Context: an optimization exercise on an open-source flow, tuned for small area and a short achievable clock period. The choices shown serve that exercise and are no tape-out recipe.
Function was checked by simulation only, so behaviour that the tests miss may differ from the original.
Power figures rest on the tool's default switching activity, not on a simulated workload.

Setup of build 45:
==> flow/design.v <==
module ALU_PG (
    input  [15:0] data1,
    input  [15:0] data2,
    input         sub,
    output [15:0] t,
    output [15:0] g,
    output        sum0
);
    wire [15:0] b = data2 ^ {16{sub}};
    wire [15:0] gen = data1 & b;
    assign t    = data1 | b;
    assign g    = {gen[15:1], sub ? t[0] : gen[0]};
    assign sum0 = data1[0] ^ data2[0];
endmodule
module ALU (
    input  [15:0] t,
    input  [15:0] g,
    input         sum0,
    output [15:0] sum,
    output [15:0] and_result,
    output [15:0] or_result
);
    wire [15:0] g1, p1, g2, p2, g3, p3, c;
    genvar i;
    generate
        for (i = 0; i < 16; i = i + 1) begin : l1
            if (i >= 1) begin
                assign g1[i] = g[i] | (t[i] & g[i-1]);
                assign p1[i] = t[i] & t[i-1];
            end else begin
                assign g1[i] = g[i];
                assign p1[i] = t[i];
            end
        end
        for (i = 0; i < 16; i = i + 1) begin : l2
            if (i >= 2) begin
                assign g2[i] = g1[i] | (p1[i] & g1[i-2]);
                assign p2[i] = p1[i] & p1[i-2];
            end else begin
                assign g2[i] = g1[i];
                assign p2[i] = p1[i];
            end
        end
        for (i = 0; i < 16; i = i + 1) begin : l3
            if (i >= 4) begin
                assign g3[i] = g2[i] | (p2[i] & g2[i-4]);
                assign p3[i] = p2[i] & p2[i-4];
            end else begin
                assign g3[i] = g2[i];
                assign p3[i] = p2[i];
            end
        end
        for (i = 0; i < 16; i = i + 1) begin : l4
            if (i >= 8)
                assign c[i] = g3[i] | (p3[i] & g3[i-8]);
            else
                assign c[i] = g3[i];
        end
    endgenerate
    wire [15:0] p = t & ~g;
    assign sum = {p[15:1] ^ c[14:0], sum0};
    assign and_result = g;
    assign or_result  = t;
endmodule
module Control_Unit (
    input  [3:0] opcode,
    output       mem_read,
    output       mem_write,
    output       reg_write,
    output [1:0] alu_op
);
    assign mem_read  = (opcode == 4'd5);
    assign mem_write = (opcode == 4'd6);
    assign reg_write = (opcode >= 4'd1) && (opcode <= 4'd5);
    assign alu_op    = (opcode == 4'd2) ? 2'd1 :
                       (opcode == 4'd3) ? 2'd2 :
                       (opcode == 4'd4) ? 2'd3 : 2'd0;
endmodule
module Register_File (
    input         clk,
    input         clear,
    input  [3:0]  next_reg1,     
    input  [3:0]  next_reg2,
    input  [15:0] read_sel1,     
    input  [15:0] read_sel2,
    input  [15:0] write_en,      
    input  [15:0] write_data,
    output reg [15:0] next_sel1,
    output reg [15:0] next_sel2,
    output reg [15:0] reg_data1,
    output reg [15:0] reg_data2
);
    reg [15:0] registers [0:15];
    integer i;
    always @(posedge clk) begin
        for (i = 0; i < 16; i = i + 1)
            if (write_en[i] || clear)
                registers[i] <= write_data & {16{~clear}};
    end
    always @(*) begin
        for (i = 0; i < 16; i = i + 1) begin
            next_sel1[i] = next_reg1 == i;
            next_sel2[i] = next_reg2 == i;
        end
    end
    always @(*) begin
        reg_data1 = 16'b0;
        reg_data2 = 16'b0;
        for (i = 0; i < 16; i = i + 1) begin
            reg_data1 = reg_data1 | (registers[i] & {16{read_sel1[i]}});
            reg_data2 = reg_data2 | (registers[i] & {16{read_sel2[i]}});
        end
    end
endmodule
module Hazard_Detection_Unit (
    input        clk,
    input        reset,
    input        id_mem_read,
    input  [3:0] id_rd,
    input  [15:0] instr,
    output reg   stall
);
    always @(posedge clk or posedge reset) begin
        if (reset)
            stall <= 1'b0;
        else if (id_mem_read && (id_rd == instr[11:8] || id_rd == instr[7:4]))
            stall <= 1'b1;
    end
endmodule
module CPU (
    input clk,
    input reset,
    output [15:0] pc,
    input [15:0] instr,
    output [15:0] alu_out,
    output mem_read,
    output mem_write,
    input [15:0] mem_data
);
    wire stall;
    reg  [1:0] after_reset;
    wire       rf_clear = after_reset != 2'd3;
    wire       started  = after_reset != 2'd0;
    reg        ex_sel_sum, ex_sel_and, ex_sel_or, wb_hold;
    reg [15:0] pc_reg;
    reg        id_mem_read, id_mem_write, id_reg_write;
    reg [1:0]  id_alu_op;
    reg        id_sub;
    reg [3:0]  id_ra;
    reg [15:0] id_sel1, id_sel2;   
    reg [15:0] ex_t, ex_g;
    reg        ex_sum0;
    reg        ex_mem_read, ex_reg_write;
    reg [3:0]  ex_rd;
    reg [15:0] wb_result;
    reg        wb_mem_read;
    reg [15:0] wb_we;        
    wire       dec_mem_read, dec_mem_write, dec_reg_write;
    wire [1:0] dec_alu_op;
    wire [15:0] next_sel1, next_sel2;
    wire [15:0] rf_data1, rf_data2, id_t, id_g, alu_sum, alu_and, alu_or;
    wire        id_sum0;
    reg  [15:0] ex_we;
    Control_Unit cu (
        .opcode(instr[15:12]),
        .mem_read(dec_mem_read),
        .mem_write(dec_mem_write),
        .reg_write(dec_reg_write),
        .alu_op(dec_alu_op)
    );
    Hazard_Detection_Unit hdu (
        .clk(clk),
        .reset(reset),
        .id_mem_read(id_mem_read),
        .id_rd(id_ra),
        .instr(instr),
        .stall(stall)
    );
    always @(posedge clk or posedge reset) begin
        if (reset) begin
            after_reset  <= 2'd0;
            pc_reg       <= 16'b0;
            id_mem_read  <= 1'b0;
            id_mem_write <= 1'b0;
        end else begin
            if (rf_clear)
                after_reset <= after_reset + 2'd1;
            pc_reg <= pc_reg + {15'b0, ~stall};
            if (!stall) begin
                id_mem_read  <= dec_mem_read;
                id_mem_write <= dec_mem_write;
            end
        end
    end
    always @(posedge clk) begin
        id_reg_write <= dec_reg_write;
        id_alu_op    <= dec_alu_op;
        id_sub       <= dec_alu_op == 2'd1;
        id_ra        <= instr[11:8];
        id_sel1      <= next_sel1;
        id_sel2      <= next_sel2;
    end
    Register_File rf (
        .clk(clk),
        .clear(rf_clear),
        .next_reg1(instr[11:8]),
        .next_reg2(instr[7:4]),
        .read_sel1(id_sel1),
        .read_sel2(id_sel2),
        .write_en(wb_we),
        .write_data(wb_mem_read ? mem_data : wb_result),
        .next_sel1(next_sel1),
        .next_sel2(next_sel2),
        .reg_data1(rf_data1),
        .reg_data2(rf_data2)
    );
    ALU_PG alu_pg (
        .data1(rf_data1),
        .data2(rf_data2),
        .sub(id_sub),
        .t(id_t),
        .g(id_g),
        .sum0(id_sum0)
    );
    always @(posedge clk) begin
        ex_t         <= id_t;
        ex_g         <= id_g;
        ex_sum0      <= id_sum0;
        ex_mem_read  <= id_mem_read;
        ex_reg_write <= id_reg_write;
        ex_rd        <= id_ra;
    end
    ALU alu (
        .t(ex_t),
        .g(ex_g),
        .sum0(ex_sum0),
        .sum(alu_sum),
        .and_result(alu_and),
        .or_result(alu_or)
    );
    integer i;
    always @(*)
        for (i = 0; i < 16; i = i + 1)
            ex_we[i] = ex_reg_write && ex_rd == i;
    always @(posedge clk or posedge reset) begin
        if (reset) begin
            ex_sel_sum   <= 1'b0;
            ex_sel_and   <= 1'b0;
            ex_sel_or    <= 1'b0;
            wb_hold      <= 1'b0;
            wb_result    <= 16'b0;
        end else begin
            ex_sel_sum   <= started & ~stall & ~id_alu_op[1];
            ex_sel_and   <= started & ~stall & (id_alu_op == 2'd2);
            ex_sel_or    <= started & ~stall & (id_alu_op == 2'd3);
            wb_hold      <= started & stall;
            wb_result    <= (alu_sum & {16{ex_sel_sum}}) | (alu_and & {16{ex_sel_and}})
                          | (alu_or & {16{ex_sel_or}}) | (wb_result & {16{wb_hold}});
        end
    end
    always @(posedge clk) begin
        wb_mem_read <= ex_mem_read;
        wb_we       <= ex_we;
    end
    assign pc       = pc_reg;
    assign alu_out  = wb_result;
    assign mem_read = id_mem_read;
    assign mem_write = id_mem_write;
endmodule
Settings: LEC_CHECK=0, CAP_MARGIN=20, CORE_MARGIN=2, CORE_UTILIZATION=65, CTS_BUF_LIST=sky130_fd_sc_hd__clkbuf_16, CTS_CLUSTER_DIAMETER=80, CTS_CLUSTER_SIZE=24, SETUP_SLACK_MARGIN=1.7, SLEW_MARGIN=20; clock period 3.5 ns.
standard.sh (not shown) runs the stock make flow with config.mk's settings and CLKGATE_MAP_FILE= SYNTH_SCRIPT=/design/flow/synth_recipe.tcl, a recipe that flattens the netlist after the stock synthesis.
==> flow/flow/run.sh <==
#!/bin/bash
set -euo pipefail
bash standard.sh synth > synth.log 2>&1
bash standard.sh MATCH_CELL_FOOTPRINT=0 \
  "BUFFER_PORTS_ARGS=-buffer_cell sky130_fd_sc_hd__buf_2" \
  "CTS_ARGS=-sink_clustering_enable -repair_clock_nets -buf_list sky130_fd_sc_hd__clkbuf_16 -sink_clustering_size 24 -sink_clustering_max_diameter 80 -dont_use_dummy_load" \
  finish > layout.log 2>&1
Looking at the reports, build 45 completed the entire flow and the layout it produced met the timing, design-rule and antenna checks.
Edits applied to the flow inputs when going from build 45 to build 33:
# build 45
export LEC_CHECK = 0
export CAP_MARGIN = 20
export CORE_MARGIN = 2
export CORE_UTILIZATION = 65
export CTS_BUF_LIST = sky130_fd_sc_hd__clkbuf_16
export CTS_CLUSTER_DIAMETER = 80
export CTS_CLUSTER_SIZE = 24
export SETUP_SLACK_MARGIN = 1.7
export SLEW_MARGIN = 20
create_clock -name core_clock -period 3.5 [get_ports {clk}]
# build 33
export LEC_CHECK = 0
export CAP_MARGIN = 20
export CORE_MARGIN = 2
export CORE_UTILIZATION = 60
export CTS_BUF_LIST = sky130_fd_sc_hd__clkbuf_16
export CTS_CLUSTER_DIAMETER = 80
export CTS_CLUSTER_SIZE = 24
export SETUP_SLACK_MARGIN = 1.7
export SLEW_MARGIN = 20
export TNS_END_PERCENT = 30
create_clock -name core_clock -period 3.5 [get_ports {clk}]
==> summary.txt <==
- In the flow results for build 45 and build 33, the setup slack of the worst register-to-register path is smaller on build 45.
- No run among build 45 and build 33 stopped early or left any final violation; all are clean.
- The higher combined global-route utilization of all metal layers came out of build 45.
- Build 45 -> build 33: area after synthesis delta 0, exact match
## Diff of input files: build 12 against build 33
# build 33
export LEC_CHECK = 0
export CAP_MARGIN = 20
export CORE_MARGIN = 2
export CORE_UTILIZATION = 60
export CTS_BUF_LIST = sky130_fd_sc_hd__clkbuf_16
export CTS_CLUSTER_DIAMETER = 80
export CTS_CLUSTER_SIZE = 24
export SETUP_SLACK_MARGIN = 1.7
export SLEW_MARGIN = 20
export TNS_END_PERCENT = 30
create_clock -name core_clock -period 3.5 [get_ports {clk}]
# build 12
export LEC_CHECK = 0
export CAP_MARGIN = 20
export CORE_MARGIN = 2
export CORE_UTILIZATION = 60
export CTS_BUF_LIST = sky130_fd_sc_hd__clkbuf_16
export CTS_CLUSTER_DIAMETER = 80
export CTS_CLUSTER_SIZE = 24
export SETUP_SLACK_MARGIN = 1.6
export SLEW_MARGIN = 20
export TNS_END_PERCENT = 100
create_clock -name core_clock -period 3.5 [get_ports {clk}]
## What came out
Diff build 33 -> build 12: total track usage shows no meaningful change, total power lower. Detail-routed via count per cell ends up lower on build 33. Final-stage net count was lower in build 12 than in build 33. Compared to build 33, the router laid down less metal wire for build 12. Number of global-route vias before repair of build 12 is on par with build 33. Build 12 reports a lower timing-limited maximum frequency than build 33 does. Looking at post-route minimum period across both flows, build 12 is the weaker of the two, with build 33 ahead.

port drivers added, routing unchanged:
Ports are ideal in the flow. The routed layouts listed here were re-timed in OpenROAD.
Step 1, drivers: a clkbuf_16 drives clk and a buf_2 each remaining input, both assumed.
Step 2 also shifts input and output timing later by t, the mid clock arrival at the registers, as if the neighbouring blocks saw the same clock.
Three values: no drivers, after step 1, after step 2; two values: the first two.
run | t, ns | setup WS [ns] | worst setup path after step 2
build 45 | 0.562 | 1.661 / 1.661 / 1.631 | input to register
build 33 | 0.584 | 1.669 / 1.613 / 1.696 | register to register
build 12 | 0.587 | 1.571 / 1.571 / 1.571 | register to register
After both steps setup and hold are still met in every run listed. For build 45, which loses most, drivers alone change the setup slack by 0.000 ns; drivers and shift together by -0.030 ns.
